Source: an optimization exercise on an open RTL-to-GDS flow (aim: small area and a short achievable clock period). Production flows keep margins and buffers that such runs may drop. At most, simulation tests tie the RTL to the original design; equivalence was not proved. Power is estimated from default activity; no workload was simulated.

==> flow/design.v <==
module UART_TRANSMITTER (
	input clock_i, reset_n_i, data_write_i,
	input [7:0] data_i,
	input [5:0] data_buffer_full_thres_i,
	input [1:0] baudrate_select_i,
	output data_buffer_full_o,
	output uart_tx_o
);
reg [7:0] num;
reg w;
always @(*)
	case (baudrate_select_i)
		2'd0: w = num[4];
		2'd1: w = num[5];
		2'd2: w = num[6];
		default: w = num[7];
	endcase
always @(posedge clock_i)
	num <= reset_n_i ? (w ? 8'd0 : num + 8'd1) : 8'd0;
wire tick = reset_n_i & w;
localparam IDLE = 4'd3, START = 4'd8, PARITY = 4'd1, STOP = 4'd2;
reg [3:0] ph;
reg [5:0] cnt;
wire nonempty = cnt != 6'd0;
wire done = tick & (ph == STOP);
wire [5:0] match;
wire [1:0] miss;
genvar i;
generate
	for (i = 0; i < 6; i = i + 1) begin : cmp
		G_XNOR2 x (.a(cnt[i]), .b(data_buffer_full_thres_i[i]), .y(match[i]));
	end
endgenerate
G_NAND3 n0 (.a(match[0]), .b(match[1]), .c(match[2]), .y(miss[0]));
G_NAND3 n1 (.a(match[3]), .b(match[4]), .c(match[5]), .y(miss[1]));
G_NOR2 n2 (.a(miss[0]), .b(miss[1]), .y(data_buffer_full_o));
wire full = cnt == data_buffer_full_thres_i;
wire wr = data_write_i & ~full;
wire [5:0] cnt_up = done ? cnt : cnt + 6'd1;
wire [5:0] cnt_kp = done ? cnt - 6'd1 : cnt;
always @(posedge clock_i)
	cnt <= reset_n_i ? (wr ? cnt_up : cnt_kp) : 6'd0;
always @(posedge clock_i)
	if (!reset_n_i)
		ph <= IDLE;
	else if (tick & (ph != IDLE | nonempty))
		ph <= (ph == IDLE) ? START : ph + 4'd1;
reg [255:0] R;             
reg [4:0] sw, sr;          
reg cm;                    
reg hc;                    
reg [7:0] D1;              
reg v1;                    
wire [4:0] sw1 = sw + 5'd1;
wire [3:0] E = sw1[4:1];   
wire ins = (wr & ~sw[0]) | v1;
wire [7:0] nidata;
G_MUX2I8 dmux (.a(data_i), .b(D1), .s(v1), .y(nidata));
wire [7:0] idata = ~nidata;
wire hclr = (ph[3:2] == 2'd0) & (ph != IDLE) & ~hc & (sr == 5'd0);
wire clr = ~reset_n_i | hclr | (cm & (sr != 5'd0));
wire [7:0] tapa = ~R[255:248];    
wire [7:0] tapb = ~R[127:120];    
always @(posedge clock_i) begin
	D1 <= data_i;
	v1 <= wr & sw[0];
end
always @(posedge clock_i)
	if (!reset_n_i) begin
		sw <= 5'd1;
		sr <= 5'd1;
		cm <= 1'b1;
		hc <= 1'b0;
	end else begin
		sw <= wr ? sw : sw1;
		sr <= hclr ? sr : sr + 5'd1;
		cm <= cm & (sr != 5'd0);
		hc <= done ? 1'b0 : (hc | hclr);
	end
reg nb, par, txq;
wire [2:0] k = ph[2:0];    
always @(posedge clock_i)
	if (sr[3:0] == 4'd0)
		nb <= sr[4] ? tapb[k] : tapa[k];
always @(posedge clock_i)
	if (tick & ph[3])
		par <= (ph == START ? 1'b0 : par) ^ nb;
always @(posedge clock_i)
	if (!reset_n_i)
		txq <= 1'b1;
	else if (tick)
		txq <= (ph == IDLE) ? ~nonempty :
		       ph[3] ? nb :
		       (ph == 4'd0) ? par : 1'b1;
assign uart_tx_o = txq;
genvar m;
generate
	for (m = 0; m < 16; m = m + 1) begin : stage
		wire sel = ins & (E == m);
		if (m == 0) begin : tap
			always @(posedge clock_i)
				R[7:0] <= (tapa & {8{~clr}}) | ({8{sel & reset_n_i}} & idata);
		end else if (m % 2 == 1) begin : inv
			wire [7:0] d;
			RING_AOI g (.a(R[16*m-8 +: 8]), .d(idata), .s(sel), .y(d));
			always @(posedge clock_i)
				R[16*m +: 8] <= d;
		end else begin : noninv
			wire [7:0] d;
			RING_OAI g (.a(R[16*m-8 +: 8]), .nd(nidata), .ns(~sel), .y(d));
			always @(posedge clock_i)
				R[16*m +: 8] <= d;
		end
		always @(posedge clock_i)
			R[16*m+8 +: 8] <= R[16*m +: 8];
	end
endgenerate
endmodule
module RING_AOI (
	input [7:0] a, d,
	input s,
	output [7:0] y
);
assign y = ~(a | ({8{s}} & d));
endmodule
module RING_OAI (
	input [7:0] a, nd,
	input ns,
	output [7:0] y
);
assign y = ~(a & ({8{ns}} | nd));
endmodule
module G_XNOR2 (input a, b, output y);
assign y = ~(a ^ b);
endmodule
module G_NAND3 (input a, b, c, output y);
assign y = ~(a & b & c);
endmodule
module G_NOR2 (input a, b, output y);
assign y = ~(a | b);
endmodule
module G_MUX2I8 (input [7:0] a, b, input s, output [7:0] y);
assign y = ~(s ? b : a);
endmodule
clock: 6.0 ns
lec_check: 0
cap_margin: 20
core_margin: 2
core_utilization: 60
cts_cluster_diameter: 100
cts_cluster_size: 30
setup_slack_margin: 3.2
slew_margin: 20
synth_hierarchical: 1
synth_minimum_keep_size: 0
standard.sh (not shown) runs the stock make flow with config.mk's settings and CLKGATE_MAP_FILE= SYNTH_SCRIPT=/design/flow/synth_recipe.tcl, a recipe that flattens the netlist after the stock synthesis.
==> flow/flow/run.sh <==
#!/bin/bash
# The standard layout, with the ports buffered by plain buffers instead of
# ORFS's default choice (a delay cell that repair cannot resize out of its
# footprint). Everything else is the standard.sh unchanged.
set -euo pipefail
export BUFFER_PORTS_ARGS="-buffer_cell sky130_fd_sc_hd__buf_2"
bash standard.sh > standard.log 2>&1
Edit:
--- a/flow/design.v
+++ b/flow/design.v
@@ -22,14 +22,18 @@
 reg [3:0] ph;
 reg [5:0] cnt;
 wire nonempty = cnt != 6'd0;
 wire done = tick & (ph == STOP);
-wire [5:0] match;
+wire [5:0] match, nthr, ncnt, x1, x2;
 wire [1:0] miss;
 genvar i;
 generate
 	for (i = 0; i < 6; i = i + 1) begin : cmp
-		G_XNOR2 x (.a(cnt[i]), .b(data_buffer_full_thres_i[i]), .y(match[i]));
+		G_INV t (.a(data_buffer_full_thres_i[i]), .y(nthr[i]));
+		G_INV c (.a(cnt[i]), .y(ncnt[i]));
+		G_NAND2 p (.a(data_buffer_full_thres_i[i]), .b(cnt[i]), .y(x1[i]));
+		G_NAND2 q (.a(nthr[i]), .b(ncnt[i]), .y(x2[i]));
+		G_NAND2 m (.a(x1[i]), .b(x2[i]), .y(match[i]));
 	end
 endgenerate
 G_NAND3 n0 (.a(match[0]), .b(match[1]), .c(match[2]), .y(miss[0]));
 G_NAND3 n1 (.a(match[3]), .b(match[4]), .c(match[5]), .y(miss[1]));
@@ -129,10 +133,13 @@
 	output [7:0] y
 );
 assign y = ~(a & ({8{ns}} | nd));
 endmodule
-module G_XNOR2 (input a, b, output y);
-assign y = ~(a ^ b);
+module G_INV (input a, output y);
+assign y = ~a;
+endmodule
+module G_NAND2 (input a, b, output y);
+assign y = ~(a & b);
 endmodule
 module G_NAND3 (input a, b, c, output y);
 assign y = ~(a & b & c);
 endmodule
The new run completed with no timing, DRC or antenna violations.
Power shrinks by 0.70%.
Wire length shrinks by 0.43%.
Sequential power hardly moves.
Die area went up by 1.1%.
Cell area came out lower by 0.35%.
Setup slack gains 32 ps.
First-iteration DRC count rises by 16%.
Final cell count came out higher by 2.5%.
Hold slack gets worse by 6.4 ps.
Utilization goes down by 0.76 points.
Area after synthesis rises by 1.2%.
Synthesized cell count went up by 4.1%.
Flip-flop and latch count stays the same.
Global-route usage decreases by 0.33 points.
No functional check of the RTL was part of the first run of this note.

========
Another version of the RTL of UART_TRANSMITTER (not shown whole).
Size: roughly 670 cells after synthesis, ~300 flip-flops.
==> module UART_TRANSMITTER, before the edit <==
module UART_TRANSMITTER (
	input clock_i, reset_n_i, data_write_i,
	input [7:0] data_i,
	input [5:0] data_buffer_full_thres_i,
	input [1:0] baudrate_select_i,
	output data_buffer_full_o,
	output uart_tx_o
);
reg [7:0] num;
reg w;
always @(*)
	case (baudrate_select_i)
		2'd0: w = num[4];
		2'd1: w = num[5];
		2'd2: w = num[6];
		default: w = num[7];
	endcase
always @(posedge clock_i)
	num <= reset_n_i ? (w ? 8'd0 : num + 8'd1) : 8'd0;
wire tick = reset_n_i & w;
localparam IDLE = 4'd3, START = 4'd8, PARITY = 4'd1, STOP = 4'd2;
reg [3:0] ph;
reg [5:0] cnt;
wire nonempty = cnt != 6'd0;
wire done = tick & (ph == STOP);
wire [5:0] match, x1;
wire [1:0] miss;
genvar i;
generate
	for (i = 0; i < 6; i = i + 1) begin : cmp
		G_NAND2 p (.a(data_buffer_full_thres_i[i]), .b(cnt[i]), .y(x1[i]));
		G_O21AI m (.a1(data_buffer_full_thres_i[i]), .a2(cnt[i]), .b1(x1[i]), .y(match[i]));
	end
endgenerate
G_NAND3 n0 (.a(match[0]), .b(match[1]), .c(match[2]), .y(miss[0]));
G_NAND3 n1 (.a(match[3]), .b(match[4]), .c(match[5]), .y(miss[1]));
G_NOR2 n2 (.a(miss[0]), .b(miss[1]), .y(data_buffer_full_o));
wire full = cnt == data_buffer_full_thres_i;
wire wr = data_write_i & ~full;
wire [5:0] cnt_up = done ? cnt : cnt + 6'd1;
wire [5:0] cnt_kp = done ? cnt - 6'd1 : cnt;
always @(posedge clock_i)
	cnt <= reset_n_i ? (wr ? cnt_up : cnt_kp) : 6'd0;
always @(posedge clock_i)
	if (!reset_n_i)
		ph <= IDLE;
	else if (tick & (ph != IDLE | nonempty))
		ph <= (ph == IDLE) ? START : ph + 4'd1;
reg [255:0] R;             
reg [4:0] sw, sr;          
reg cm;                    
reg hc;                    
reg [7:0] D1;              
reg v1;                    
wire [4:0] sw1 = sw + 5'd1;
wire [3:0] E = sw1[4:1];   
wire ins = (wr & ~sw[0]) | v1;
wire [7:0] nidata;
G_MUX2I8 dmux (.a(data_i), .b(D1), .s(v1), .y(nidata));
wire [7:0] idata = ~nidata;
wire hclr = (ph[3:2] == 2'd0) & (ph != IDLE) & ~hc & (sr == 5'd0);
wire clr = ~reset_n_i | hclr | (cm & (sr != 5'd0));
wire [7:0] tapa = ~R[255:248];    
wire [7:0] tapb = ~R[127:120];    
always @(posedge clock_i) begin
	D1 <= data_i;
	v1 <= wr & sw[0];
end
always @(posedge clock_i)
	if (!reset_n_i) begin
		sw <= 5'd1;
		sr <= 5'd1;
		cm <= 1'b1;
		hc <= 1'b0;
	end else begin
		sw <= wr ? sw : sw1;
		sr <= hclr ? sr : sr + 5'd1;
		cm <= cm & (sr != 5'd0);
		hc <= done ? 1'b0 : (hc | hclr);
	end
reg nb, par, txq;
wire [2:0] k = ph[2:0];    
always @(posedge clock_i)
	if (sr[3:0] == 4'd0)
		nb <= sr[4] ? tapb[k] : tapa[k];
always @(posedge clock_i)
	if (tick & ph[3])
		par <= (ph == START ? 1'b0 : par) ^ nb;
always @(posedge clock_i)
	if (!reset_n_i)
		txq <= 1'b1;
	else if (tick)
		txq <= (ph == IDLE) ? ~nonempty :
		       ph[3] ? nb :
		       (ph == 4'd0) ? par : 1'b1;
assign uart_tx_o = txq;
genvar m;
generate
	for (m = 0; m < 16; m = m + 1) begin : stage
		wire sel = ins & (E == m);
		if (m == 0) begin : tap
			always @(posedge clock_i)
				R[7:0] <= (tapa & {8{~clr}}) | ({8{sel & reset_n_i}} & idata);
		end else if (m % 2 == 1) begin : inv
			wire [7:0] d;
			RING_AOI g (.a(R[16*m-8 +: 8]), .d(idata), .s(sel), .y(d));
			always @(posedge clock_i)
				R[16*m +: 8] <= d;
		end else begin : noninv
			wire [7:0] d;
			RING_OAI g (.a(R[16*m-8 +: 8]), .nd(nidata), .ns(~sel), .y(d));
			always @(posedge clock_i)
				R[16*m +: 8] <= d;
		end
		always @(posedge clock_i)
			R[16*m+8 +: 8] <= R[16*m +: 8];
	end
endgenerate
endmodule
==> module G_O21AI, before the edit <==
module G_O21AI (input a1, a2, b1, output y);
assign y = ~((a1 | a2) & b1);
endmodule
export LEC_CHECK = 0
export CAP_MARGIN = 20
export CORE_MARGIN = 2
export CORE_UTILIZATION = 60
export CTS_CLUSTER_DIAMETER = 100
export CTS_CLUSTER_SIZE = 30
export SETUP_SLACK_MARGIN = 3.2
export SLEW_MARGIN = 20
export SYNTH_HIERARCHICAL = 1
export SYNTH_MINIMUM_KEEP_SIZE = 0
create_clock -name core_clock -period 6.0 [get_ports {clock_i}]
Scripts as last shown in full above: flow/flow/run.sh
Then changed:
--- a/flow/design.v
+++ b/flow/design.v
@@ -21,28 +21,34 @@
 localparam IDLE = 4'd3, START = 4'd8, PARITY = 4'd1, STOP = 4'd2;
 reg [3:0] ph;
 reg [5:0] cnt;
 wire nonempty = cnt != 6'd0;
 wire done = tick & (ph == STOP);
-wire [5:0] match, x1;
+wire [5:0] match, nthr, ncnt, x1, x2;
 wire [1:0] miss;
 genvar i;
 generate
 	for (i = 0; i < 6; i = i + 1) begin : cmp
+		G_INV t (.a(data_buffer_full_thres_i[i]), .y(nthr[i]));
+		G_INV c (.a(cnt[i]), .y(ncnt[i]));
 		G_NAND2 p (.a(data_buffer_full_thres_i[i]), .b(cnt[i]), .y(x1[i]));
-		G_O21AI m (.a1(data_buffer_full_thres_i[i]), .a2(cnt[i]), .b1(x1[i]), .y(match[i]));
+		G_NAND2 q (.a(nthr[i]), .b(ncnt[i]), .y(x2[i]));
+		G_NAND2 m (.a(x1[i]), .b(x2[i]), .y(match[i]));
 	end
 endgenerate
 G_NAND3 n0 (.a(match[0]), .b(match[1]), .c(match[2]), .y(miss[0]));
 G_NAND3 n1 (.a(match[3]), .b(match[4]), .c(match[5]), .y(miss[1]));
 G_NOR2 n2 (.a(miss[0]), .b(miss[1]), .y(data_buffer_full_o));
-wire full = cnt == data_buffer_full_thres_i;
+reg full;
 wire wr = data_write_i & ~full;
 wire [5:0] cnt_up = done ? cnt : cnt + 6'd1;
 wire [5:0] cnt_kp = done ? cnt - 6'd1 : cnt;
-always @(posedge clock_i)
-	cnt <= reset_n_i ? (wr ? cnt_up : cnt_kp) : 6'd0;
+wire [5:0] cnt_nx = reset_n_i ? (wr ? cnt_up : cnt_kp) : 6'd0;
+always @(posedge clock_i) begin
+	cnt <= cnt_nx;
+	full <= cnt_nx == data_buffer_full_thres_i;
+end
 always @(posedge clock_i)
 	if (!reset_n_i)
 		ph <= IDLE;
 	else if (tick & (ph != IDLE | nonempty))
 		ph <= (ph == IDLE) ? START : ph + 4'd1;
@@ -129,12 +135,12 @@
 	input ns,
 	output [7:0] y
 );
 assign y = ~(a & ({8{ns}} | nd));
 endmodule
-module G_O21AI (input a1, a2, b1, output y);
-assign y = ~((a1 | a2) & b1);
+module G_INV (input a, output y);
+assign y = ~a;
 endmodule
 module G_NAND2 (input a, b, output y);
 assign y = ~(a & b);
 endmodule
 module G_NAND3 (input a, b, c, output y);
What happened: Clock-buffer cell count rises by 1. Combinational power falls by about a fifth. Design area rises by a few percent. Global-route usage rises by 0.43 points. Register-to-register slack improves by 0.28 ns. Total power hardly moves. Routed wire length rises by a little under a tenth. Maximum frequency barely changes. Clock skew falls by 0.0043 ns. Setup slack improves by 0.0068 ns. Sequential power falls by a few percent. Non-clock buffer count rises by 1. Sequential share of layout area falls by 1.9 points.
The RTL of the second run of this note was laid out without a check of its function.

========
Another version of the RTL of UART_TRANSMITTER (not shown whole).
For scale: roughly 0.0085 mm² of cells after synthesis.
==> module UART_TRANSMITTER, before the edit <==
module UART_TRANSMITTER (
	input clock_i, reset_n_i, data_write_i,
	input [7:0] data_i,
	input [5:0] data_buffer_full_thres_i,
	input [1:0] baudrate_select_i,
	output data_buffer_full_o,
	output uart_tx_o
);
reg [7:0] num;
reg w;
always @(*)
	case (baudrate_select_i)
		2'd0: w = num[4];
		2'd1: w = num[5];
		2'd2: w = num[6];
		default: w = num[7];
	endcase
always @(posedge clock_i)
	num <= reset_n_i ? (w ? 8'd0 : num + 8'd1) : 8'd0;
wire tick = reset_n_i & w;
localparam IDLE = 4'd3, START = 4'd8, PARITY = 4'd1, STOP = 4'd2;
reg [3:0] ph;
reg [5:0] cnt;
wire nonempty = cnt != 6'd0;
wire done = tick & (ph == STOP);
wire [5:0] match, nthr;
wire [1:0] miss;
genvar i;
generate
	for (i = 0; i < 6; i = i + 1) begin : cmp
		G_INV t (.a(data_buffer_full_thres_i[i]), .y(nthr[i]));
		G_A22OI x (.a1(data_buffer_full_thres_i[i]), .a2(~cnt[i]),
		           .b1(nthr[i]), .b2(cnt[i]), .y(match[i]));
	end
endgenerate
G_NAND3 n0 (.a(match[0]), .b(match[1]), .c(match[2]), .y(miss[0]));
G_NAND3 n1 (.a(match[3]), .b(match[4]), .c(match[5]), .y(miss[1]));
G_NOR2 n2 (.a(miss[0]), .b(miss[1]), .y(data_buffer_full_o));
wire full = cnt == data_buffer_full_thres_i;
wire wr = data_write_i & ~full;
wire [5:0] cnt_up = done ? cnt : cnt + 6'd1;
wire [5:0] cnt_kp = done ? cnt - 6'd1 : cnt;
always @(posedge clock_i)
	cnt <= reset_n_i ? (wr ? cnt_up : cnt_kp) : 6'd0;
always @(posedge clock_i)
	if (!reset_n_i)
		ph <= IDLE;
	else if (tick & (ph != IDLE | nonempty))
		ph <= (ph == IDLE) ? START : ph + 4'd1;
reg [255:0] R;             
reg [4:0] sw, sr;          
reg cm;                    
reg hc;                    
reg [7:0] D1;              
reg v1;                    
wire [4:0] sw1 = sw + 5'd1;
wire [3:0] E = sw1[4:1];   
wire ins = (wr & ~sw[0]) | v1;
wire [7:0] nidata;
G_MUX2I8 dmux (.a(data_i), .b(D1), .s(v1), .y(nidata));
wire [7:0] idata = ~nidata;
wire hclr = (ph[3:2] == 2'd0) & (ph != IDLE) & ~hc & (sr == 5'd0);
wire clr = ~reset_n_i | hclr | (cm & (sr != 5'd0));
wire [7:0] tapa = ~R[255:248];    
wire [7:0] tapb = ~R[127:120];    
always @(posedge clock_i) begin
	D1 <= data_i;
	v1 <= wr & sw[0];
end
always @(posedge clock_i)
	if (!reset_n_i) begin
		sw <= 5'd1;
		sr <= 5'd1;
		cm <= 1'b1;
		hc <= 1'b0;
	end else begin
		sw <= wr ? sw : sw1;
		sr <= hclr ? sr : sr + 5'd1;
		cm <= cm & (sr != 5'd0);
		hc <= done ? 1'b0 : (hc | hclr);
	end
reg nb, par, txq;
wire [2:0] k = ph[2:0];    
always @(posedge clock_i)
	if (sr[3:0] == 4'd0)
		nb <= sr[4] ? tapb[k] : tapa[k];
always @(posedge clock_i)
	if (tick & ph[3])
		par <= (ph == START ? 1'b0 : par) ^ nb;
always @(posedge clock_i)
	if (!reset_n_i)
		txq <= 1'b1;
	else if (tick)
		txq <= (ph == IDLE) ? ~nonempty :
		       ph[3] ? nb :
		       (ph == 4'd0) ? par : 1'b1;
assign uart_tx_o = txq;
genvar m;
generate
	for (m = 0; m < 16; m = m + 1) begin : stage
		wire sel = ins & (E == m);
		if (m == 0) begin : tap
			always @(posedge clock_i)
				R[7:0] <= (tapa & {8{~clr}}) | ({8{sel & reset_n_i}} & idata);
		end else if (m % 2 == 1) begin : inv
			wire [7:0] d;
			RING_AOI g (.a(R[16*m-8 +: 8]), .d(idata), .s(sel), .y(d));
			always @(posedge clock_i)
				R[16*m +: 8] <= d;
		end else begin : noninv
			wire [7:0] d;
			RING_OAI g (.a(R[16*m-8 +: 8]), .nd(nidata), .ns(~sel), .y(d));
			always @(posedge clock_i)
				R[16*m +: 8] <= d;
		end
		always @(posedge clock_i)
			R[16*m+8 +: 8] <= R[16*m +: 8];
	end
endgenerate
endmodule
==> module G_INV, before the edit <==
module G_INV (input a, output y);
assign y = ~a;
endmodule
==> module G_A22OI, before the edit <==
module G_A22OI (input a1, a2, b1, b2, output y);
assign y = ~((a1 & a2) | (b1 & b2));
endmodule
==> module G_MUX2I8, before the edit <==
module G_MUX2I8 (input [7:0] a, b, input s, output [7:0] y);
assign y = ~(s ? b : a);
endmodule
==> flow/config.mk <==
export PLATFORM = sky130hd
export DESIGN_NAME = UART_TRANSMITTER
export DESIGN_NICKNAME = UART_TRANSMITTER
export VERILOG_FILES = /design/flow/design.v
export SDC_FILE = /design/flow/constraint.sdc
export NUM_CORES = 4
export LEC_CHECK = 0
export CAP_MARGIN = 20
export CORE_MARGIN = 2
export CORE_UTILIZATION = 60
export CTS_CLUSTER_DIAMETER = 100
export CTS_CLUSTER_SIZE = 30
export SETUP_SLACK_MARGIN = 3.2
export SLEW_MARGIN = 20
export SYNTH_HIERARCHICAL = 1
export SYNTH_MINIMUM_KEEP_SIZE = 0
==> flow/constraint.sdc <==
create_clock -name core_clock -period 6.0 [get_ports {clock_i}]
set_input_delay 1.2000 -clock core_clock [delete_from_list [all_inputs] [get_ports {clock_i}]]
set_output_delay 1.2000 -clock core_clock [all_outputs]
set_load 0.01 [all_outputs]
Scripts as last shown in full above: flow/flow/run.sh
Edit:
--- a/flow/design.v
+++ b/flow/design.v
@@ -19,17 +19,14 @@
 	num <= reset_n_i ? (w ? 8'd0 : num + 8'd1) : 8'd0;
 wire tick = reset_n_i & w;
-localparam IDLE = 4'd3, START = 4'd8, PARITY = 4'd1, STOP = 4'd2;
 reg [3:0] ph;
 reg [5:0] cnt;
 wire nonempty = cnt != 6'd0;
-wire done = tick & (ph == STOP);
-wire [5:0] match, nthr;
+wire done = tick & (ph == 4'd11);
+wire [5:0] match;
 wire [1:0] miss;
 genvar i;
 generate
 	for (i = 0; i < 6; i = i + 1) begin : cmp
-		G_INV t (.a(data_buffer_full_thres_i[i]), .y(nthr[i]));
-		G_A22OI x (.a1(data_buffer_full_thres_i[i]), .a2(~cnt[i]),
-		           .b1(nthr[i]), .b2(cnt[i]), .y(match[i]));
+		G_XNOR2 x (.a(cnt[i]), .b(data_buffer_full_thres_i[i]), .y(match[i]));
 	end
 endgenerate
@@ -45,7 +42,7 @@
 always @(posedge clock_i)
 	if (!reset_n_i)
-		ph <= IDLE;
-	else if (tick & (ph != IDLE | nonempty))
-		ph <= (ph == IDLE) ? START : ph + 4'd1;
+		ph <= 4'd0;
+	else if (tick)
+		ph <= (ph == 4'd0) ? {3'd0, nonempty} : (ph == 4'd11) ? 4'd0 : ph + 4'd1;
 reg [255:0] R;             
 reg [4:0] sw, sr;          
@@ -57,8 +54,7 @@
 wire [3:0] E = sw1[4:1];   
 wire ins = (wr & ~sw[0]) | v1;
-wire [7:0] nidata;
-G_MUX2I8 dmux (.a(data_i), .b(D1), .s(v1), .y(nidata));
-wire [7:0] idata = ~nidata;
-wire hclr = (ph[3:2] == 2'd0) & (ph != IDLE) & ~hc & (sr == 5'd0);
+wire [7:0] idata = v1 ? D1 : data_i;
+wire [7:0] nidata = ~idata;
+wire hclr = (ph >= 4'd9) & ~hc & (sr == 5'd0);
 wire clr = ~reset_n_i | hclr | (cm & (sr != 5'd0));
 wire [7:0] tapa = ~R[255:248];    
@@ -81,18 +77,18 @@
 	end
 reg nb, par, txq;
-wire [2:0] k = ph[2:0];    
+wire [2:0] k = ph[2:0] - 3'd1;    
 always @(posedge clock_i)
 	if (sr[3:0] == 4'd0)
 		nb <= sr[4] ? tapb[k] : tapa[k];
 always @(posedge clock_i)
-	if (tick & ph[3])
-		par <= (ph == START ? 1'b0 : par) ^ nb;
+	if (tick & (ph >= 4'd1) & (ph <= 4'd8))
+		par <= (ph == 4'd1 ? 1'b0 : par) ^ nb;
 always @(posedge clock_i)
 	if (!reset_n_i)
 		txq <= 1'b1;
 	else if (tick)
-		txq <= (ph == IDLE) ? ~nonempty :
-		       ph[3] ? nb :
-		       (ph == 4'd0) ? par : 1'b1;
+		txq <= (ph == 4'd0) ? ~nonempty :
+		       (ph <= 4'd8) ? nb :
+		       (ph == 4'd9) ? par : 1'b1;
 assign uart_tx_o = txq;
 genvar m;
@@ -133,9 +129,6 @@
 assign y = ~(a & ({8{ns}} | nd));
 endmodule
-module G_INV (input a, output y);
-assign y = ~a;
-endmodule
-module G_A22OI (input a1, a2, b1, b2, output y);
-assign y = ~((a1 & a2) | (b1 & b2));
+module G_XNOR2 (input a, b, output y);
+assign y = ~(a ^ b);
 endmodule
 module G_NAND3 (input a, b, c, output y);
@@ -145,5 +138,2 @@
 assign y = ~(a | b);
 endmodule
-module G_MUX2I8 (input [7:0] a, b, input s, output [7:0] y);
-assign y = ~(s ? b : a);
-endmodule
Register-to-register slack gets better by 140 ps.
Non-clock buffer count climbs by 3.
Wire length drops by about 1%.
Global-route usage drops by 0.26 points.
Sequential share of layout area climbs by 0.27 points.
Maximum frequency climbs by 3.0%.
Core utilization is about the same.
Design area drops by about 0.5%.
Combinational power drops by 6.9%.
Total power drops by about 1.8%.
Worst hold slack gets better by 9.7 ps.
Synthesized area drops by about 1%.
Worst setup slack gets better by 91 ps.
Cell count drops by about 0.34%.
The RTL of the first run of this note was laid out without a check of its function.

-- afterwards: timing with drivers on the ports --
How much do the figures lean on ideal ports? The routed layouts below were timed once more, with nothing changed but the port constraints. Step 1: set_driving_cell puts a clkbuf_16 on clock_i and a buf_2 on each other input, an assumption about the parent block. Step 2 moves the port delays by t, midway between the first and last clock arrival at a register: inputs arrive t later, outputs are due t later. That takes back most of the time a late clock gives input paths. Three values: no drivers, after step 1, after step 2; two values: the first two.
| run | t, ns | setup WS [ns] | hold slack, ns | worst setup path after step 2 | clock arrival spread, ns |
|---|---|---|---|---|---|
| the first run of note 1 | 0.510 | 3.033 / 3.000 / 2.690 | 0.328 / 0.328 / 0.328 | input to register | 0.020 / 0.021 |
| the second run of note 1 | 0.507 | 3.065 / 3.024 / 2.631 | 0.321 / 0.321 / 0.321 | input to register | 0.022 / 0.022 |
| the first run of note 2 | 0.510 | 3.058 / 3.004 / 2.597 | 0.314 / 0.314 / 0.314 | input to register | 0.025 / 0.025 |
| the second run of note 2 | 0.516 | 3.065 / 3.026 / 2.732 | 0.321 / 0.321 / 0.321 | input to register | 0.023 / 0.023 |
| the first run of note 3 | 0.516 | 2.932 / 2.905 / 2.576 | 0.319 / 0.319 / 0.319 | input to register | 0.031 / 0.030 |
| the second run of note 3 | 0.513 | 3.023 / 2.981 / 2.796 | 0.329 / 0.329 / 0.329 | input to register | 0.027 / 0.028 |
After both steps setup and hold are still met in every run listed. For the first run of note 2, which loses most, drivers alone change the setup slack by -0.054 ns; drivers and shift together by -0.461 ns.
